This is an optimization exercise on Yosys and OpenROAD, whose aim is small area, not a production implementation.
Where RTL was checked, it was by simulation tests only, not by an equivalence proof against the original.
For runs 1 and 2, only the layout was checked, not whether the RTL still works.
Power is estimated from default activity; no workload was simulated.

==> flow/design.v <==
module paddle_control(
	input            clk,
	input            en,
	input            resetn,
	input      [1:0] go,
	input      [8:0] ball_x,
	input      [7:0] ball_y,
	output reg [2:0] PADDLE_HIT,  
	output reg       draw,
	output reg [7:0] pos_half
	);
	wire [8:0] pos = {pos_half, 1'b0};
	wire [8:0] diff = ball_x - pos;
	wire hit = ball_y >= 8'd220 && ball_y <= 8'd223 && ball_x >= pos && diff <= 9'd32;
	always @(posedge clk) if (en) begin
		if (!resetn) begin
			draw <= 1'b1;
			pos_half <= 8'd76;
		end else begin
			draw <= go[0] | go[1];
			if (pos_half == 8'd4) pos_half <= pos_half + go[0];
			else if (pos_half == 8'd140) pos_half <= pos_half - go[1];
			else pos_half <= pos_half + go[0] - go[1];
		end
		PADDLE_HIT <= hit ? diff[5:3] : 3'd6;
	end
endmodule
module ball_control(
	input            clk,
	input            en,
	input            reset,
	input      [2:0] PADDLE_HIT,
	output reg [8:0] x,
	output reg [7:0] y,
	output reg       BRICK_HIT,
	output reg [1:0] brick       
	);
	localparam LEFT_UP = 3'd0, UP_LEFT = 3'd1, UP_RIGHT = 3'd2, RIGHT_UP = 3'd3,
	           LEFT_DOWN = 3'd4, DOWN_LEFT = 3'd5, DOWN_RIGHT = 3'd6, RIGHT_DOWN = 3'd7;
	reg [3:0] dcode;
	reg [2:0] dir;
	reg [1:0] wall;
	reg [2:0] status;
	wire [2:0] dk = dcode[2:0];
	wire [8:0] d_x = dcode[3] ? 9'd0 :
	                 (dk[1:0] == 2'b00) ? -9'd2 :
	                 (dk[1:0] == 2'b01) ? -9'd1 :
	                 (dk[1:0] == 2'b10) ?  9'd1 : 9'd2;
	wire       big_y = dk[0] ^ dk[1];
	wire [7:0] d_y = dcode[3] ? 8'd0 :
	                 dk[2] ? (big_y ? 8'd2 : 8'd1) : (big_y ? -8'd2 : -8'd1);
	wire row_b = y >= 8'd60 && y <= 8'd64;
	wire in1 = row_b && x >= 9'd100 && x <= 9'd132 && status[0];
	wire in2 = row_b && x >= 9'd150 && x <= 9'd182 && status[1];
	wire in3 = row_b && x >= 9'd200 && x <= 9'd232 && status[2];
	wire [8:0] off = x - (in1 ? 9'd100 : in2 ? 9'd150 : 9'd200);
	wire [2:0] q = off[5:3];
	wire up = ~dir[2];
	wire [2:0] brick_dir = {q[2] ^ up, q[1:0]};
	reg [2:0] dir_n;
	reg [3:0] dcode_n;
	always @* begin
		dir_n = dir;
		dcode_n = {1'b0, dir};
		if (!reset) begin
			dir_n = UP_RIGHT;
			dcode_n = {1'b0, UP_RIGHT};
		end
		if (in1 | in2 | in3) dir_n = brick_dir;
		if (reset && !(PADDLE_HIT[2] & PADDLE_HIT[1])) dir_n = PADDLE_HIT;
		if (reset) case (wall)
			2'd1: case (dir)
				LEFT_UP:   begin dir_n = RIGHT_UP;   dcode_n = {1'b0, RIGHT_UP}; end
				UP_LEFT:   begin dir_n = UP_RIGHT;   dcode_n = {1'b0, UP_RIGHT}; end
				LEFT_DOWN: begin dir_n = RIGHT_DOWN; dcode_n = {1'b0, RIGHT_DOWN}; end
				DOWN_LEFT: begin dir_n = DOWN_RIGHT; dcode_n = {1'b0, DOWN_RIGHT}; end
				default: ;
			endcase
			2'd2: case (dir)
				LEFT_UP:  begin dir_n = LEFT_DOWN;  dcode_n = {1'b0, LEFT_DOWN}; end
				UP_LEFT:  begin dir_n = DOWN_LEFT;  dcode_n = {1'b0, DOWN_LEFT}; end
				RIGHT_UP: begin dir_n = RIGHT_DOWN; dcode_n = {1'b0, RIGHT_DOWN}; end
				UP_RIGHT: begin dir_n = DOWN_RIGHT; dcode_n = {1'b0, DOWN_RIGHT}; end
				default: ;
			endcase
			2'd3: case (dir)
				RIGHT_UP:   begin dir_n = LEFT_UP;   dcode_n = {1'b0, LEFT_UP}; end
				UP_RIGHT:   begin dir_n = UP_LEFT;   dcode_n = {1'b0, UP_LEFT}; end
				RIGHT_DOWN: begin dir_n = LEFT_DOWN; dcode_n = {1'b0, LEFT_DOWN}; end
				DOWN_RIGHT: begin dir_n = DOWN_LEFT; dcode_n = {1'b0, LEFT_DOWN}; end
				default: ;
			endcase
			default: ;
		endcase
		if (y >= 8'd235 && y <= 8'd240) dcode_n = {1'b1, dcode_n[2:0]};
	end
	always @(posedge clk) if (en) begin
		dir <= dir_n;
		dcode <= dcode_n;
		BRICK_HIT <= in1 | in2 | in3;
		if (!reset) status <= 3'b111;
		if (in1) begin brick <= 2'd1; status[0] <= 1'b0; end
		if (in2) begin brick <= 2'd2; status[1] <= 1'b0; end
		if (in3) begin brick <= 2'd3; status[2] <= 1'b0; end
		if (!reset) begin
			x <= 9'd160;
			y <= 8'd218;
		end else begin
			x <= x + d_x;
			y <= y + d_y;
		end
		if (!reset) wall <= 2'd0;
		else if (x <= 9'd12) wall <= 2'd1;
		else if (y <= 8'd20) wall <= 2'd2;
		else if (x >= 9'd308) wall <= 2'd3;
		else wall <= 2'd0;
	end
endmodule
module new_draw(
	input            clk,
	input            reset,
	input      [7:0] paddle_half,
	input            p_draw,
	input      [8:0] ball_x,
	input      [7:0] ball_y,
	input            fps,
	input            BRICK_HIT,
	input      [1:0] brick,
	output reg [8:0] x,
	output reg [7:0] y,
	output reg [2:0] color,
	output reg       wren
	);
	localparam [8:0] PCE = 9'd0, BE = 9'd1, BE1 = 9'd2, BD = 9'd3, BD1 = 9'd4, BCE = 9'd5,
		WAIT = 9'd6,
		INIT = 9'd16, LW = 9'd17, LWF = 9'd18, TW = 9'd19, TWF = 9'd20, RW = 9'd21,
		RWF = 9'd22, DB = 9'd23, BR = 9'd24, BF = 9'd25,
		BES = 9'd127, BEE = 9'd255, PES = 9'd319, PDS = 9'd384, PD0 = 9'd448;
	reg [8:0] cs, ns;
	reg [7:0] cp;
	reg [8:0] cbx;
	reg [7:0] cby;
	reg pass2;
	reg paddle_draw, ball_draw, brick_hit;
	reg [8:0] lo;
	reg [6:0] pdp;
	reg [1:0] hx;
	wire [8:0] hi = {hx, pdp};
	wire in_pe  = cs[8:6] == 3'b101;
	wire in_pd  = cs[8:6] == 3'b111;
	wire in_ber = cs[8:7] == 2'b01 && cs[6:0] != 7'd127;
	wire is_lw = cs == LW, is_tw = cs == TW, is_rw = cs == RW;
	wire wall = is_lw | is_tw | is_rw;
	wire lo_wrap = is_tw ? (lo[8] && lo[5:0] == 6'b111111) : (lo[2:0] == 3'b111);
	wire lr_end = hi == 9'd479 && lo[2];                       
	wire tw_end = hi[3:0] == 4'b1111 && lo[8] && lo[5:2] == 4'b1111;  
	wire br_end = lo[7:2] == 6'b111111;                        
	always @(posedge clk) begin
		case (cs)
			WAIT: ns <= ball_draw ? BE : (paddle_draw ? PES : WAIT);
			PCE:  ns <= ball_draw ? BE : WAIT;
			BCE:  ns <= brick_hit ? BES : WAIT;
			BF:   ns <= pass2 ? WAIT : DB;
			BEE:  ns <= paddle_draw ? PES : WAIT;
			PDS:  ns <= PD0;
			LW, RW: ns <= lr_end ? cs + 9'd1 : cs;
			TW:   ns <= tw_end ? cs + 9'd1 : cs;
			BR:   ns <= br_end ? cs + 9'd1 : cs;
			default: ns <= cs + 9'd1;
		endcase
		cs <= reset ? ns : INIT;
	end
	wire brk = cs == BR;
	reg [8:0] bx;
	always @* case (brk ? 2'd2 : brick)
		2'd1: bx = 9'd100;
		2'd2: bx = 9'd150;
		default: bx = 9'd200;
	endcase
	always @(posedge clk) begin
		if (fps) ball_draw <= 1'b1;
		if (BRICK_HIT) brick_hit <= 1'b1;
		if (!reset) begin
			brick_hit <= 1'b0;
			pass2 <= 1'b0;
		end
		case (cs)
			INIT: begin lo <= 9'd0; pdp <= 7'd0; hx <= 2'd0; wren <= 1'b1; end
			LWF: begin lo <= 9'd0; pdp <= 7'd0; hx <= 2'd0; end
			TWF: begin lo <= 9'd0; pdp <= 7'd0; hx <= 2'd0; end
			WAIT: begin paddle_draw <= p_draw; wren <= 1'b0; end
			PES: begin wren <= 1'b1; pdp <= 7'd0; end
			PDS: begin pdp <= 7'd0; cp <= paddle_half; end
			PCE: paddle_draw <= 1'b0;
			BE: wren <= 1'b1;
			BD: begin cbx <= ball_x; cby <= ball_y; end
			BCE: ball_draw <= 1'b0;
			DB: begin wren <= 1'b1; lo <= 9'd0; if (!wren) pass2 <= 1'b1; end
			BF: wren <= 1'b0;
			BES: lo <= 9'd0;
			BEE: brick_hit <= 1'b0;
			default: begin
				if (wall) begin
					color <= 3'b100;
					x <= is_rw ? 9'd320 - lo[2:0] : lo;
					y <= hi[7:0];
				end
				if (in_pe | in_pd) begin
					color <= {2'b00, in_pd};
					x <= {cp + {4'd0, pdp[4:1]}, pdp[0]};
					y <= {6'b110111, pdp[6:5]};
				end
				if (cs == BE1 || cs == BD1) begin
					color <= {1'b0, cs == BD1, 1'b0};
					x <= cbx;
					y <= cby;
				end
				if ((brk && !pass2) || in_ber) begin
					if (in_ber) wren <= 1'b1;
					color <= {brk, brk, 1'b0};
					x <= bx + lo[4:0];
					y <= 8'd60 + lo[8:5];
				end
				lo <= (wall && lo_wrap) ? 9'd0 : lo + 9'd1;
				{hx, pdp} <= wall ? hi + lo_wrap : {hx, pdp + 7'd1};
			end
		endcase
		if (!reset) begin
			x <= 9'd0;
			y <= 8'd0;
			color <= 3'b000;
			paddle_draw <= 1'b0;
			cp <= 8'd76;
			cbx <= 9'd160;
			cby <= 8'd218;
		end
	end
endmodule
`timescale 1ns / 1ns
module breakout
	(
		input         clk,
		input         resetn,        
		input  [1:0]  go,            
		input         paddle_tick,
		input         ball_tick,
		output [8:0]  x,
		output [7:0]  y,
		output [2:0]  colour,
		output        plot
	);
	wire draw_paddle;
	wire [7:0] paddle_half;
	wire [8:0] ball_x;
	wire [7:0] ball_y;
	wire [2:0] BALL_HIT;
	wire BRICK_HIT;
	wire [1:0] brick;
	wire fps_clock = paddle_tick | ~resetn;
	wire thirty_clock = ball_tick | ~resetn;
	paddle_control PC(.clk(clk), .en(fps_clock), .resetn(resetn), .go(go), .ball_x(ball_x), .ball_y(ball_y),
		.draw(draw_paddle), .pos_half(paddle_half), .PADDLE_HIT(BALL_HIT));
	ball_control BC(.clk(clk), .en(thirty_clock), .reset(resetn), .x(ball_x), .y(ball_y),
		.PADDLE_HIT(BALL_HIT), .BRICK_HIT(BRICK_HIT), .brick(brick));
	new_draw ND(.clk(clk), .reset(resetn), .paddle_half(paddle_half), .p_draw(draw_paddle),
		.ball_x(ball_x), .ball_y(ball_y), .x(x), .y(y), .color(colour), .wren(plot),
		.fps(thirty_clock), .BRICK_HIT(BRICK_HIT), .brick(brick));
endmodule
==> flow/run.sh <==
#!/bin/bash
# synth_recipe.tcl (not shown) runs the flow's synth.tcl, then flattens the netlist and writes it again
# the make line also repeats each setting of config.mk as NAME=value (left out here)
make -C /OpenROAD-flow-scripts/flow DESIGN_CONFIG=/design/flow/config.mk WORK_HOME=/design/flow/orfs CLKGATE_MAP_FILE= SYNTH_SCRIPT=/design/flow/synth_recipe.tcl finish
==> flow/config.mk <==
export PLATFORM = sky130hd
export DESIGN_NAME = breakout
export DESIGN_NICKNAME = breakout
export VERILOG_FILES = /design/flow/design.v
export SDC_FILE = /design/flow/constraint.sdc
export NUM_CORES = 4
export LEC_CHECK = 0
export CAP_MARGIN = 20
export CORE_MARGIN = 2
export CORE_UTILIZATION = 40
export SLEW_MARGIN = 20
==> flow/constraint.sdc <==
create_clock -name core_clock -period 20.0 [get_ports {clk}]
set_input_delay 4.0000 -clock core_clock [delete_from_list [all_inputs] [get_ports {clk}]]
set_output_delay 4.0000 -clock core_clock [all_outputs]
set_load 0.01 [all_outputs]
==> flow_metrics.py, run 1 <==
metrics = {
    "placed_design": {
        "hpwl_microns": 15800,
        "io_buffer_count": 26,
        "detailedPlace.worstSlack_ns": 13.47,
        "global_placer_s_final_weighted_congestion": 0.852,
    },
    "setup_path": {
        "crit_path_end_kind": "flop",
        "worstReg2RegStart": "BC.y[7]",
        "arrival_time_at_the_worst_endpoint_ns": 6.28,
        "crit_start": "go[0]",
        "worstPathMaxFanout": 6,
        "crit_chain": "clkdlybuf4s50_1, ha_1, ha_1, xnor2_1, nand3b_1, a311oi_1, nand2_1, mux2i_1, xnor2_1, nor2_1",
        "max_stage_delay_ns": 0.42,
        "startpoint_type": "input pin",
        "timing_worst_setup_path_type": "in2reg",
        "required_ns": 20.16,
        "slowest_stage": "clkdlybuf4s50_1",
    },
    "power_and_ir_drop": {
        "power_density_mw_per_mm2": 110,
        "ir_drop_uv": 40.6,
        "total_leakage_power_nw": 3.77,
        "total_power_consumption_mw": 1.05,
    },
    "cells_and_area": {
        "syn_to_final_growth_pct": 12.0,
        "most_frequent_cells_in_the_layout": "nand2_1, nor2_1, dfxtp_1",
        "final_common_cell": "nand2_1",
        "insertedDiodeCount": 0,
        "fillers": 2023,
        "post_route_cells_drive_above_1_share_pct": 4.92,
        "design.final.nets": 1071,
    },
    "clock_network": {
        "tritoncts": "yes",
        "clock_path_buffers": 2,
        "post_cts_resized": 0,
        "cts_made_buffers": 17,
        "cts.reportedPaths.clkPinSlew_ns": 0.06,
        "clock-root-buffer": "clkbuf_16",
        "cts.htree.levels": 4,
        "post_cts_setup_buffer_count": 0,
        "numClockSinks": 130,
        "clkLatencyLatePin_ns": 0.43,
        "cts_hold_buffers": 0,
    },
    "routing": {
        "drt-vias-per-instance": 5.61,
        "final_antenna_net_count": 0,
        "routed_wl_microns": 22400,
        "detailedRoute.firstIterationViolations": 584,
        "vias": 7242,
        "drcViolationCount": 0,
        "number_of_detailed_routing_iterations_run_before_antenna_repair": 5,
        "routed_wire_length_per_instance_microns": 17.4,
    },
    "sta": {
        "clock_tree_skew_after_final_layout_ns": 0.0121,
        "achievable-frequency_mhz": 163,
        "finalWorstSetupSlack_ns": 13.88,
        "total_setup_violations_reported_at_the_end_of_the_flow": 0,
        "max-slew-margin-rel_pct": 34.9,
        "slew_viol_final": 0,
        "grt_setup_unrepaired": "no",
        "post-route-period-util_pct": 30.6,
        "finalSetupTns_ns": 0,
        "fin_crit_ns": 6.12,
        "tightest_slew_ns": 0.972,
        "timing_hold_violations_final": 0,
    },
    "synthesis": {
        "register_area_share_after_synthesis_pct": 37.7,
        "synth_edf_count": 63,
        "synth.distinct_cells": 76,
        "post_synth_inst_count": 1002,
        "yosys_warnings": 3,
        "synthArstFlopShare_pct": 0,
        "syn-num-nets": 1070,
        "synth-seq-cells": 130,
        "mappedNetlistArea_sq_mm": 0.00859,
        "synth_area_per_cell_sq_um": 8.57,
        "synth-main-ff-cell": "dfxtp_1",
    },
    "die": {
        "die_area_sq_mm": 0.0227,
        "std_cell_rows": 53,
        "die-height_microns": 151,
        "pin_count": 27,
        "die_w_microns": 151,
        "floorplan.core_area_sq_mm": 0.0210,
        "floorplan.initialDensity_pct": 40.8,
    },
    "global_routing": {
        "first_global_vias": 6835,
        "grt_max_degree": 50,
        "grt_pass1_wl_microns": 35900,
        "grt_antenna_before_repair": 0,
        "global_route.overflow_total": 0,
        "globalRouteTotalUtil_pct": 20.4,
    },
    "hold_path": {
        "hold_path_startpoint": "ND.ns[4]",
        "min_delay_worst_type": "reg2reg",
    },
    "status": {
        "status": "complete, no violations",
    },
    "job": {
        "max_cap_violations": 0,
    },
}
Yosys cell counts (3+ instances only):
cell | number | area share (%)
o31ai_1 | 6 | 0.52
a221o_1 | 3 | 0.35
nand3b_1 | 3 | 0.26
and2_1 | 20 | 1.5
dfxtp_1 | 67 | 16
o211ai_1 | 18 | 1.6
xor2_1 | 15 | 1.5
mux2i_1 | 14 | 1.6
buf_1 | 3 | 0.13
buf_2 | 4 | 0.23
nand2b_1 | 9 | 0.66
a32o_1 | 4 | 0.47
o2111ai_1 | 6 | 0.61
nor4_1 | 5 | 0.36
buf_6 | 3 | 0.39
nor2b_1 | 18 | 1.3
nor4bb_1 | 3 | 0.35
edfxtp_1 | 63 | 22
or4_1 | 5 | 0.44
nor3_1 | 28 | 1.6
nor3b_1 | 6 | 0.52
nand4b_1 | 4 | 0.41
o311a_1 | 3 | 0.35
a21oi_1 | 63 | 3.7
a22o_1 | 4 | 0.41
a221oi_1 | 3 | 0.31
o21ai_0 | 57 | 3.3
inv_1 | 54 | 2.4
ha_1 | 57 | 8.3
nand2_1 | 127 | 5.6
a21o_1 | 13 | 1.1
a311oi_1 | 5 | 0.51
nor4b_1 | 3 | 0.31
a31oi_1 | 8 | 0.58
clkbuf_1 | 40 | 1.7
nand4_1 | 7 | 0.51
a211oi_1 | 11 | 0.96
xnor2_1 | 32 | 3.3
fa_1 | 5 | 1.2
nand3_1 | 32 | 1.9
a211o_1 | 3 | 0.31
or3_1 | 13 | 0.95
a21boi_0 | 7 | 0.61
nor2_1 | 95 | 4.2
and3_1 | 13 | 0.95
worst max-delay path: cells and delay by family:
family / cells / cell delay (ns)
muxes: 1 / 0.20
and+or+nand+nor: 3 / 0.35
xor gates and xnor gates: 2 / 0.39
AOI/OAI and AO/OA: 1 / 0.39
buffers and inverters: 1 / 0.42
adders and majority gates: 2 / 0.53
metrics by stage:
stage | utilization, % | hold slack (ns) | area, sq um | cells
floorplan | - | 0.386 | 8590 | 1002
global placement | 42.9 | 0.388 | 9020 | 1259
detailed placement | 42.9 | 0.402 | 9020 | 1259
CTS | 45.7 | 0.408 | 9600 | 1291
global route | 45.7 | 0.422 | 9610 | 1291
finish | 45.7 | 0.403 | 9610 | 1291
per-layer routing:
metal / global-route usage (%) / vias up / part of all wire, %
li1: - / 3613 / -
met4: 5.99 / 0 / 1.7
met1: 26.9 / 3437 / 47
met3: 3.88 / 27 / 4.3
met5: 0 / - / 0
met2: 34.0 / 165 / 47
cell families after synthesis:
logic type / after synthesis / synth area share [%]
compound gates: 239 / 18.3
xor+xnor: 47 / 4.79
buf+inv: 105 / 4.91
fa+ha+maj: 62 / 9.47
flops: 130 / 37.7
mux: 16 / 1.89
simple gates: 403 / 22.9
power by group:
group	internal (mW)	leakage [nW]	switching, mW
Sequential	0.338	1.18	0.0708
Clock	0.185	0.283	0.122
Combinational	0.148	2.31	0.190
Total	0.671	3.77	0.383
area by class of cell:
type	count	area [sq um]	area share (%)
clock buffers	21	482	5.01
clock inverters	11	98.8	1.03
inverters	55	206	2.15
multi-input cells	767	4950	51.5
flip-flops and latches	130	3230	33.6
well taps	275	344	3.58
repair buffers	32	300	3.12
registers in the layout, summed over array words and instances (netlist names), 7 cells and up:
name / flops
ND.pdp: 7
ND.cbx: 9
ND.ns: 9
ND.cby: 8
ND.x: 9
ND.y: 8
BC.x: 9
ND.cp: 8
ND.lo: 9
PC.pos_half: 8
ND.cs: 9
BC.y: 8
worst paths after layout:
check	to	slack, ns	cells after the start
worst max-delay path	PC.pos_half[7]	13.88	10
worst min-delay path	ND.cs[4]	0.40	1
worst max register to register	BC.dir[2]	15.98	12
worst min register to register	ND.cs[4]	0.40	1
==> inputs of run 2 (changes only) <==
==> flow/flow/run.sh (new file) <==
#!/bin/bash
# Own layout flow: the standard ORFS flow (standard.sh), with
#  - synthesis: ORFS's synth.tcl unchanged except that full adders are not
#    extracted and ABC maps with an area-oriented script (flow/abc_area.script);
#    the Yosys passes before ABC, the flip-flop mapping, the flattening and the
#    renaming are the standard ones, so the registers are the same;
#  - clock tree: no dummy loads, small clock buffers (CTS_ARGS);
#  - port buffers: the smallest buffer (BUFFER_PORTS_ARGS).
# Each tool's output goes to a log file in the work folder.
set -euo pipefail
W=$PWD
F=$W/flow

# synthesis script
sed -e '/^  extract_fa /d' \
    -e 's|^  log_cmd abc {\*}\$abc_args|  set abc_args [lreplace $abc_args 1 1 '"$F"'/abc_area.script]\n  log_cmd abc {*}$abc_args|' \
    "$FLOW_HOME/scripts/synth.tcl" > "$W/own_synth_core.tcl"
grep -q 'abc_area.script' "$W/own_synth_core.tcl"
! grep -q '^  extract_fa ' "$W/own_synth_core.tcl"
sed -e 's|source \$::env(SCRIPTS_DIR)/synth.tcl|source '"$W"'/own_synth_core.tcl|' "$W/synth_recipe.tcl" > "$W/own_synth.tcl"
grep -q own_synth_core "$W/own_synth.tcl"
sed -E 's|SYNTH_SCRIPT=[^ ]+|SYNTH_SCRIPT='"$W"'/own_synth.tcl|' "$W/standard.sh" > "$W/own_standard.sh"
grep -q 'own_synth.tcl' "$W/own_standard.sh"

bash "$W/own_standard.sh" synth > "$W/synth.log" 2>&1

# rest of the layout, the standard flow
export CTS_ARGS="${OWN_CTS_ARGS:--sink_clustering_enable -repair_clock_nets -dont_use_dummy_load -buf_list sky130_fd_sc_hd__clkbuf_8 -root_buf sky130_fd_sc_hd__clkbuf_8}"
export BUFFER_PORTS_ARGS="-buffer_cell sky130_fd_sc_hd__buf_1"
bash "$W/standard.sh" > "$W/layout.log" 2>&1
test -s "$W/out/final.def"
==> flow/flow/abc_area.script (new file) <==
strash
&get -n
&deepsyn -T 60
&put
dch -f
amap
topo
==> flow/standard.sh (new file) <==
#!/bin/bash
# synth_recipe.tcl (not shown) runs the flow's synth.tcl, then flattens the netlist and writes it again
# the make line also repeats each setting of config.mk as NAME=value (left out here)
make -C /OpenROAD-flow-scripts/flow DESIGN_CONFIG=/design/flow/config.mk WORK_HOME=/design/flow/orfs CLKGATE_MAP_FILE= SYNTH_SCRIPT=/design/flow/synth_recipe.tcl "${@:-finish}"
removed: flow/run.sh
==> flow_metrics.py, run 2 <==
metrics = {
    "clock_network": {
        "cts_made_buffers": 17,
        "cts.reportedPaths.clkPinSlew_ns": 0.06,
        "cts.htree.levels": 4,
        "clock_path_buffers": 2,
        "numClockSinks": 130,
        "cts_hold_buffers": 0,
        "clkLatencyLatePin_ns": 0.44,
        "post_cts_setup_buffer_count": 0,
        "clock-root-buffer": "clkbuf_8",
        "post_cts_resized": 0,
        "tritoncts": "yes",
    },
    "global_routing": {
        "grt_max_degree": 46,
        "global_route.overflow_total": 0,
        "grt_antenna_before_repair": 0,
        "grt_pass1_wl_microns": 29100,
        "globalRouteTotalUtil_pct": 21.3,
        "first_global_vias": 5415,
    },
    "synthesis": {
        "synth.distinct_cells": 43,
        "post_synth_inst_count": 787,
        "yosys_warnings": 3,
        "synth_edf_count": 63,
        "dominant_combinational_cell_family_by_area_after_synthesis": "compound AO/OA/AOI/OAI gates",
        "synth-adder-area-share_pct": 0,
        "synth_simple_gate_area_share_pct": 19.3,
        "yosys.area_share.xor_xnor_pct": 0,
        "register_area_share_after_synthesis_pct": 49.6,
        "synth-seq-cells": 130,
        "synth_compound_gate_area_share_pct": 24.1,
        "synth_area_per_cell_sq_um": 8.29,
        "synthArstFlopShare_pct": 0,
        "netlist_top_cells_count": "nor2_1, clkinv_1, dfxtp_1, o21ai_0, edfxtp_1",
        "share_of_the_synthesized_area_in_the_top_cell_type_pct": 29.0,
        "synth-main-ff-cell": "dfxtp_1",
        "post-synth-top-area-cell": "edfxtp_1",
        "yosysMostFrequentCell": "nor2_1",
        "synthTopCellsByArea": "edfxtp_1, dfxtp_1, nor2_1",
        "mappedNetlistArea_sq_mm": 0.00652,
        "synth.mux.area_fraction_pct": 0,
        "syn-num-nets": 793,
    },
    "placed_design": {
        "hpwl_microns": 13400,
        "global_placer_s_final_weighted_congestion": 0.916,
        "io_buffer_count": 26,
        "placedCellCount": 1032,
        "detailedPlace.worstSlack_ns": 13.41,
    },
    "cells_and_area": {
        "finish.cell_count_without_fillers": 1050,
        "insertedDiodeCount": 0,
        "most_frequent_cells_in_the_layout": "nor2_1, clkinv_1, dfxtp_1",
        "final_common_cell": "nor2_1",
        "post_route_cells_drive_above_1_share_pct": 2.76,
        "design.final.nets": 842,
        "syn_to_final_growth_pct": 10.1,
        "fillers": 1624,
    },
    "sta": {
        "slew_viol_final": 0,
        "fin_crit_ns": 6.19,
        "finalSetupTns_ns": 0,
        "achievable-frequency_mhz": 161,
        "finalWorstSetupSlack_ns": 13.81,
        "max-slew-margin-rel_pct": 34.8,
        "timing_hold_violations_final": 0,
        "timing.hold.ws_ns": 0.406,
        "post-route-period-util_pct": 31.0,
        "clock_tree_skew_after_final_layout_ns": 0.0116,
        "tightest_slew_ns": 0.974,
        "total_setup_violations_reported_at_the_end_of_the_flow": 0,
        "grt_setup_unrepaired": "no",
    },
    "die": {
        "floorplan.initialDensity_pct": 41.1,
        "die_w_microns": 132,
        "pin_count": 27,
        "die_area_sq_mm": 0.0173,
        "std_cell_rows": 46,
        "floorplan.core_area_sq_mm": 0.0159,
        "die-height_microns": 132,
    },
    "routing": {
        "detailedRoute.firstIterationViolations": 605,
        "drcViolationCount": 0,
        "routed_wl_microns": 18000,
        "number_of_detailed_routing_iterations_run_before_antenna_repair": 6,
        "vias": 5857,
        "drt-vias-per-instance": 5.58,
        "final_antenna_net_count": 0,
        "routed_wire_length_per_instance_microns": 17.1,
    },
    "setup_path": {
        "crit_chain": "buf_1, buf_4, clkinv_1, nor3_1, clkinv_1, nand2_1, nor2_1, a21oi_1",
        "worstPathMaxFanout": 30,
        "critical_path_buffer_and_inverter_count": 4,
        "crit_path_end_kind": "flop",
        "timing_worst_setup_path_type": "in2reg",
        "required_ns": 20.37,
        "max_stage_delay_ns": 0.74,
        "arrival_time_at_the_worst_endpoint_ns": 6.56,
        "cpMostUsedCell": "clkinv_1",
        "startpoint_type": "input pin",
        "slowest_stage": "nor3_1",
        "timing.critical_path.max_delay_family": "simple AND/OR/NAND/NOR gates",
    },
    "power_and_ir_drop": {
        "power_density_mw_per_mm2": 73.3,
        "ir_drop_uv": 46.3,
        "total_leakage_power_nw": 2.30,
    },
    "hold_path": {
        "min_delay_worst_type": "reg2reg",
    },
    "status": {
        "status": "complete, no violations",
    },
    "job": {
        "max_cap_violations": 0,
    },
}
run 2: cell types whose count changed after synthesis, moves of 15 or more:
cell / before / now
a21oi_1: 63 / 41
xor2_1: 15 / 0
clkbuf_1: 40 / 0
clkinv_1: 1 / 121
nor2_1: 95 / 155
o22ai_1: 2 / 30
inv_1: 54 / 0
and2_1: 20 / 0
nand3_1: 32 / 16
xnor2_1: 32 / 0
nand2_1: 127 / 55
ha_1: 57 / 0
run 2: worst register-to-register path: cells and delay by family (launching register included):
| kind | cells | cell delay [ns] |
|---|---|---|
| and+or+nand+nor | 8 | 2.21 |
| buffers and inverters | 7 | 1.56 |
| AOI/OAI and AO/OA | 3 | 0.57 |
| DFF | 1 | 0.43 |
run 2: cells by family (layout without fill, tap and decap cells):
| group | Yosys count | count (layout) |
|---|---|---|
| buffers and inverters | 122 | 169 |
| DFF | 130 | 130 |
| AOI/OAI and AO/OA | 242 | 242 |
| and+or+nand+nor | 293 | 293 |
run 2: report_power, final:
| part | internal, mW | switching, mW | leakage, nW |
|---|---|---|---|
| Sequential | 0.291 | 0.0116 | 1.20 |
| Clock | 0.0746 | 0.0864 | 0.122 |
| Combinational | 0.0191 | 0.0436 | 0.982 |
| Total | 0.385 | 0.142 | 2.30 |
run 2: layer usage:
layer | share of wire [%] | wire length (microns) | vias to the layer above | GRT usage [%]
li1 | - | - | 2954 | -
met1 | 46 | 8310 | 2671 | 29.4
met2 | 46 | 8270 | 194 | 32.8
met3 | 5.4 | 978 | 38 | 4.94
met4 | 2.2 | 400 | 0 | 7.61
met5 | 0 | 0 | - | 0
run 2: path summary, 6_finish.rpt:
path            start        end  slack (ns)  cells past startpoint
max            resetn  ND.cby[3]       13.81                      8
min          ND.ns[4]   ND.cs[4]        0.41                      1
max reg2reg  ND.cs[2]    ND.x[5]       15.08                     18
min reg2reg  ND.ns[4]   ND.cs[4]        0.41                      1
run 2: metrics by stage:
step / area, sq um / utilization [%] / total power [mW]
2_1_floorplan: 6520 / - / 0.349
3_3_place_gp: 6920 / 43.6 / 0.370
3_5_place_dp: 6920 / 43.6 / 0.370
4_1_cts: 7160 / 45.0 / 0.530
5_1_grt: 7180 / 45.2 / 0.552
6_report: 7180 / 45.2 / 0.526
run 2: area by class of cell:
class                   instances  area, sq um  area share (%)
flip-flops and latches        130         3230            45.0
inverters                     121          454            6.33
clock buffers                  17          234            3.26
repair buffers                 31          153            2.13
well taps                     216          270            3.76
multi-input cells             535         2840            39.5
==> inputs of run 3 (changes only) <==
--- a/flow/design.v
+++ b/flow/design.v
@@ -7,3 +7,3 @@
 	input      [7:0] ball_y,
-	output reg [2:0] PADDLE_HIT,  
+	output reg [2:0] PADDLE_HIT,
 	output reg       draw,
@@ -24,3 +24,3 @@
 		end
-		PADDLE_HIT <= hit ? diff[5:3] : 3'd6;
+		PADDLE_HIT <= hit ? diff[5:3] + 3'd1 : 3'd0;
 	end
@@ -69,3 +69,3 @@
 		if (in1 | in2 | in3) dir_n = brick_dir;
-		if (reset && !(PADDLE_HIT[2] & PADDLE_HIT[1])) dir_n = PADDLE_HIT;
+		if (reset && PADDLE_HIT != 3'd0) dir_n = PADDLE_HIT - 3'd1;
 		if (reset) case (wall)
@@ -133,8 +133,7 @@
 	);
-	localparam [8:0] PCE = 9'd0, BE = 9'd1, BE1 = 9'd2, BD = 9'd3, BD1 = 9'd4, BCE = 9'd5,
-		WAIT = 9'd6,
-		INIT = 9'd16, LW = 9'd17, LWF = 9'd18, TW = 9'd19, TWF = 9'd20, RW = 9'd21,
-		RWF = 9'd22, DB = 9'd23, BR = 9'd24, BF = 9'd25,
-		BES = 9'd127, BEE = 9'd255, PES = 9'd319, PDS = 9'd384, PD0 = 9'd448;
-	reg [8:0] cs, ns;
+	localparam [12:0] INIT = 13'd0, LWF = 13'd1920, TWF = 13'd4480, RWF = 13'd6400,
+		DB = 13'd6401, BF = 13'd6529, WAIT = 13'd6530, PES = 13'd6531, PDS = 13'd6596,
+		PCE = 13'd6661, BE = 13'd6662, BD = 13'd6664, BCE = 13'd6666, BES = 13'd6667,
+		BEE = 13'd6795;
+	reg [12:0] cs, ns;
 	reg [7:0] cp;
@@ -144,15 +143,4 @@
 	reg paddle_draw, ball_draw, brick_hit;
-	reg [8:0] lo;
+	reg [12:0] cnt;      
 	reg [6:0] pdp;
-	reg [1:0] hx;
-	wire [8:0] hi = {hx, pdp};
-	wire in_pe  = cs[8:6] == 3'b101;
-	wire in_pd  = cs[8:6] == 3'b111;
-	wire in_ber = cs[8:7] == 2'b01 && cs[6:0] != 7'd127;
-	wire is_lw = cs == LW, is_tw = cs == TW, is_rw = cs == RW;
-	wire wall = is_lw | is_tw | is_rw;
-	wire lo_wrap = is_tw ? (lo[8] && lo[5:0] == 6'b111111) : (lo[2:0] == 3'b111);
-	wire lr_end = hi == 9'd479 && lo[2];                       
-	wire tw_end = hi[3:0] == 4'b1111 && lo[8] && lo[5:2] == 4'b1111;  
-	wire br_end = lo[7:2] == 6'b111111;                        
 	always @(posedge clk) begin
@@ -164,7 +152,3 @@
 			BEE:  ns <= paddle_draw ? PES : WAIT;
-			PDS:  ns <= PD0;
-			LW, RW: ns <= lr_end ? cs + 9'd1 : cs;
-			TW:   ns <= tw_end ? cs + 9'd1 : cs;
-			BR:   ns <= br_end ? cs + 9'd1 : cs;
-			default: ns <= cs + 9'd1;
+			default: ns <= cs + 13'd1;
 		endcase
@@ -172,5 +156,5 @@
 	end
-	wire brk = cs == BR;
+	wire tw = cs > LWF && cs < TWF;
 	reg [8:0] bx;
-	always @* case (brk ? 2'd2 : brick)
+	always @* case (brick)
 		2'd1: bx = 9'd100;
@@ -187,5 +171,5 @@
 		case (cs)
-			INIT: begin lo <= 9'd0; pdp <= 7'd0; hx <= 2'd0; wren <= 1'b1; end
-			LWF: begin lo <= 9'd0; pdp <= 7'd0; hx <= 2'd0; end
-			TWF: begin lo <= 9'd0; pdp <= 7'd0; hx <= 2'd0; end
+			INIT: begin cnt <= 13'd0; wren <= 1'b1; end
+			LWF: cnt <= 13'd0;
+			TWF: cnt <= 13'd0;
 			WAIT: begin paddle_draw <= p_draw; wren <= 1'b0; end
@@ -197,14 +181,24 @@
 			BCE: ball_draw <= 1'b0;
-			DB: begin wren <= 1'b1; lo <= 9'd0; if (!wren) pass2 <= 1'b1; end
+			DB: begin wren <= 1'b1; cnt <= 13'd0; if (!wren) pass2 <= 1'b1; end
 			BF: wren <= 1'b0;
-			BES: lo <= 9'd0;
+			BES: cnt <= 13'd0;
 			BEE: brick_hit <= 1'b0;
 			default: begin
-				if (wall) begin
+				if (cs > INIT && cs < LWF) begin
 					color <= 3'b100;
-					x <= is_rw ? 9'd320 - lo[2:0] : lo;
-					y <= hi[7:0];
-				end
-				if (in_pe | in_pd) begin
-					color <= {2'b00, in_pd};
+					x <= {6'd0, cnt[2:0]};
+					y <= cnt[10:3];
+				end
+				if (tw) begin
+					color <= 3'b100;
+					x <= cnt[8:0];
+					y <= {4'd0, cnt[12:9]};
+				end
+				if (cs > TWF && cs < RWF) begin
+					color <= 3'b100;
+					x <= 9'd320 - cnt[2:0];
+					y <= cnt[10:3];
+				end
+				if (cs > PES && cs < PDS) begin
+					color <= 3'b000;
 					x <= {cp + {4'd0, pdp[4:1]}, pdp[0]};
@@ -212,4 +206,9 @@
 				end
-				if (cs == BE1 || cs == BD1) begin
-					color <= {1'b0, cs == BD1, 1'b0};
+				if (cs > PDS && cs < PCE) begin
+					color <= 3'b001;
+					x <= {cp + {4'd0, pdp[4:1]}, pdp[0]};
+					y <= {6'b110111, pdp[6:5]};
+				end
+				if (cs == BE + 13'd1) begin
+					color <= 3'b000;
 					x <= cbx;
@@ -217,10 +216,20 @@
 				end
-				if ((brk && !pass2) || in_ber) begin
-					if (in_ber) wren <= 1'b1;
-					color <= {brk, brk, 1'b0};
-					x <= bx + lo[4:0];
-					y <= 8'd60 + lo[8:5];
-				end
-				lo <= (wall && lo_wrap) ? 9'd0 : lo + 9'd1;
-				{hx, pdp} <= wall ? hi + lo_wrap : {hx, pdp + 7'd1};
+				if (cs == BD + 13'd1) begin
+					color <= 3'b010;
+					x <= cbx;
+					y <= cby;
+				end
+				if (cs > DB && cs < BF && !pass2) begin
+					color <= 3'b110;
+					x <= 9'd150 + cnt[4:0];
+					y <= 8'd60 + cnt[8:5];
+				end
+				if (cs > BES && cs < BEE) begin
+					wren <= 1'b1;
+					color <= 3'b000;
+					x <= bx + cnt[4:0];
+					y <= 8'd60 + cnt[8:5];
+				end
+				cnt <= (tw && cnt[8:0] == 9'd319) ? {cnt[12:9] + 4'd1, 9'd0} : cnt + 13'd1;
+				pdp <= pdp + 7'd1;
 			end
==> flow/run.sh (new file) <==
#!/bin/bash
# synth_recipe.tcl (not shown) runs the flow's synth.tcl, then flattens the netlist and writes it again
# the make line also repeats each setting of config.mk as NAME=value (left out here)
make -C /OpenROAD-flow-scripts/flow DESIGN_CONFIG=/design/flow/config.mk WORK_HOME=/design/flow/orfs CLKGATE_MAP_FILE= SYNTH_SCRIPT=/design/flow/synth_recipe.tcl finish
removed: flow/flow/run.sh
removed: flow/flow/abc_area.script
removed: flow/standard.sh
==> flow_metrics.py, run 3 <==
metrics = {
    "status": {
        "status": "complete, no violations",
    },
    "setup_path": {
        "crit_chain": "clkdlybuf4s50_1, ha_1, ha_1, xor2_1, a41oi_1, and2_1, and3_1, nand3_1, xnor2_1, nor2_1",
        "worstPathMaxFanout": 3,
        "worst-r2r-setup-slack_ns": 16.31,
        "startpoint_type": "input pin",
        "timing.critical_path.max_delay_family": "simple AND/OR/NAND/NOR gates",
        "required_ns": 20.17,
        "r2r-end": "ND.x[6]",
        "cpMostUsedCell": "ha_1",
        "worstReg2RegStart": "ND.cs[8]",
        "ff2ff_path_depth": 8,
        "arrival_time_at_the_worst_endpoint_ns": 6.06,
        "slowest_stage": "clkdlybuf4s50_1",
        "crit_start": "go[0]",
        "cp.depth": 10,
        "timing_worst_setup_path_type": "in2reg",
        "crit_path_end": "PC.pos_half[7]",
        "max_stage_delay_ns": 0.42,
        "crit_path_end_kind": "flop",
        "critical_path_buffer_and_inverter_count": 1,
    },
    "clock_network": {
        "clock-root-buffer": "clkbuf_16",
        "numClockSinks": 140,
        "cts_hold_buffers": 0,
        "cts_made_buffers": 17,
        "cts.htree.levels": 4,
        "clkLatencyLatePin_ns": 0.43,
        "post_cts_setup_buffer_count": 0,
        "tritoncts": "yes",
        "cts.reportedPaths.clkPinSlew_ns": 0.06,
        "post_cts_resized": 0,
        "clock_path_buffers": 2,
    },
    "cells_and_area": {
        "most_frequent_cells_in_the_layout": "nand2_1, nor2_1, dfxtp_1",
        "postLayoutCellArea_sq_mm": 0.0102,
        "design.final.nets": 1126,
        "insertedDiodeCount": 0,
        "post_route_cells_drive_above_1_share_pct": 5.53,
        "final_common_cell": "nand2_1",
        "biggestRegsByFlops": "ND.cnt: 13 flops, ND.cs: 13 flops, ND.ns: 13 flops",
        "syn_to_final_growth_pct": 10.7,
    },
    "global_routing": {
        "first_global_vias": 7271,
        "grt_max_degree": 65,
        "globalRouteTotalUtil_pct": 20.1,
        "global_route.overflow_total": 0,
        "grt_antenna_before_repair": 0,
        "grt_pass1_wl_microns": 39000,
    },
    "power_and_ir_drop": {
        "power_density_mw_per_mm2": 92.9,
        "total_leakage_power_nw": 3.95,
        "ir_drop_uv": 55.5,
    },
    "sta": {
        "finalSetupTns_ns": 0,
        "achievable-frequency_mhz": 170,
        "tightest_slew_ns": 1.11,
        "grt_setup_unrepaired": "no",
        "timing_hold_violations_final": 0,
        "post-route-period-util_pct": 29.5,
        "max-slew-margin-rel_pct": 25.9,
        "clock_tree_skew_after_final_layout_ns": 0.0149,
        "fin_crit_ns": 5.89,
        "total_setup_violations_reported_at_the_end_of_the_flow": 0,
        "slew_viol_final": 0,
    },
    "synthesis": {
        "synth-main-ff-cell": "dfxtp_1",
        "synth.distinct_cells": 76,
        "synthArstFlopShare_pct": 0,
        "yosys_warnings": 3,
        "syn-num-nets": 1133,
        "post_synth_inst_count": 1061,
        "register_area_share_after_synthesis_pct": 37.3,
        "synthTopCellsByArea": "edfxtp_1, dfxtp_1, ha_1",
        "synth-seq-cells": 140,
        "post-synth-top-area-cell": "edfxtp_1",
        "synth_area_per_cell_sq_um": 8.72,
        "yosysMostFrequentCell": "nand2_1",
        "synth_edf_count": 65,
        "mappedNetlistArea_sq_mm": 0.00925,
        "netlist_top_cells_count": "nand2_1, nor2_1, dfxtp_1",
        "share_of_the_synthesized_area_in_the_top_cell_type_pct": 21.1,
    },
    "placed_design": {
        "global_placer_s_final_weighted_congestion": 0.865,
        "placement.cell_area_sq_mm": 0.00967,
        "hpwl_microns": 16800,
        "io_buffer_count": 26,
    },
    "die": {
        "die_area_sq_mm": 0.0244,
        "floorplan.initialDensity_pct": 40.9,
        "die-height_microns": 156,
        "die_w_microns": 156,
        "floorplan.core_area_sq_mm": 0.0226,
        "pin_count": 27,
        "std_cell_rows": 55,
    },
    "routing": {
        "routed_wire_length_per_instance_microns": 17.8,
        "drcViolationCount": 0,
        "routed_wl_microns": 24100,
        "final_antenna_net_count": 0,
        "vias": 7815,
        "drt-vias-per-instance": 5.78,
        "detailedRoute.firstIterationViolations": 668,
        "number_of_detailed_routing_iterations_run_before_antenna_repair": 5,
    },
    "hold_path": {
        "min_delay_worst_type": "reg2reg",
    },
    "job": {
        "max_cap_violations": 0,
    },
}
run 3: changes by cell type after synthesis, sizes merged, moves of 46 or more:
cell and change:
clkinv -121, nand2 +67, ha +61, nor2 -58
inv +54, xnor2 +46
run 3: stage by stage:
stage / setup WS (ns) / cells / hold slack (ns) / power, mW / utilization, %
final: 14.11 / 1352 / 0.430 / 0.952 / 45.2
after global routing: 13.96 / 1352 / 0.441 / 1.01 / 45.2
after CTS: 14.13 / 1352 / 0.432 / 0.956 / 45.2
after detailed placement: 13.66 / 1320 / 0.419 / 0.647 / 42.7
after global placement: 13.73 / 1320 / 0.414 / 0.643 / 42.7
after floorplan: 14.28 / 1061 / 0.412 / 0.580 / -
run 3: cells by family (layout without fill, tap and decap cells):
family | after synthesis | count (layout) | synth area share, %
buffers and inverters | 114 | 120 | 5.02
DFF | 140 | 140 | 37.3
AOI/OAI and AO/OA | 241 | 241 | 17.3
and+or+nand+nor | 416 | 416 | 22.7
xor gates and xnor gates | 68 | 68 | 6.59
muxes | 16 | 16 | 1.76
adders and majority gates | 66 | 66 | 9.33
run 3: layout make-up:
| type | count | area (sq um) |
|---|---|---|
| well taps | 285 | 357 |
| multi-input cells | 807 | 5350 |
| inverters | 54 | 203 |
| repair buffers | 34 | 315 |
| flip-flops and latches | 140 | 3450 |
| clock inverters | 11 | 92.6 |
| fillers | 2194 | 12400 |
| clock buffers | 21 | 472 |
run 3: report_power, final:
part / switching [mW] / internal, mW
clock network: 0.128 / 0.181
logic: 0.134 / 0.118
registers: 0.0537 / 0.337
total: 0.315 / 0.636
run 3: per-layer routing:
layer  routed length [microns]  track usage, %
met5                         0               0
met4                       408            6.20
met2                     11000            32.8
met1                     11500            27.8
met3                      1170            2.81
run 3: worst min path at each step:
stage	startpoint	to	slack, ns	depth (start not counted)
floorplan	ND.ns[0]	ND.cs[0]	0.41	1
global placement	ND.ns[1]	ND.cs[1]	0.41	1
detailed placement	ND.ns[3]	ND.cs[3]	0.42	1
CTS	ND.ns[3]	ND.cs[3]	0.43	1
global route	ND.ns[11]	ND.cs[11]	0.44	1
finish	ND.ns[3]	ND.cs[3]	0.43	1
run 3: worst register-to-register path: stages (launching register included):
cell and delay, ns:
dfxtp_1 0.75, inv_1 0.25, a2111oi_0 0.74, o211a_1 0.43, a21oi_1 0.07, buf_4 0.20, nand4_1 0.67, o211ai_1 0.19
o221a_2 0.28

separate check: timing with driven ports:
The flow's constraints put no driver on any port. The routed layouts listed below were extracted and timed again, unchanged, in two steps. Step 1: set_driving_cell puts a clkbuf_16 on clk and a buf_2 on each other input, an assumption about the parent block. Step 2 moves the port delays by t, midway between the first and last clock arrival at a register: inputs arrive t later, outputs are due t later. That takes back most of the time a late clock gives input paths. Three values: ideal, step 1, step 2; two values: the first two.
| run | shift t [ns] | setup WS [ns] | hold WS [ns] | worst setup path at the end | slew at the worst register clock pin (ns) |
|---|---|---|---|---|---|
| run 1 | 0.472 | 13.876 / 13.900 / 13.429 | 0.403 / 0.403 / 0.403 | input to register | 0.06 / 0.06 |
| run 2 | 0.475 | 13.806 / 13.821 / 13.346 | 0.406 / 0.406 / 0.406 | input to register | 0.07 / 0.07 |
| run 3 | 0.470 | 14.107 / 14.125 / 13.656 | 0.430 / 0.430 / 0.430 | input to register | 0.06 / 0.06 |
After both steps setup and hold are still met in every run listed. The setup slack of run 2, which loses most, moves by +0.015 ns with the drivers and by -0.460 ns with both steps.
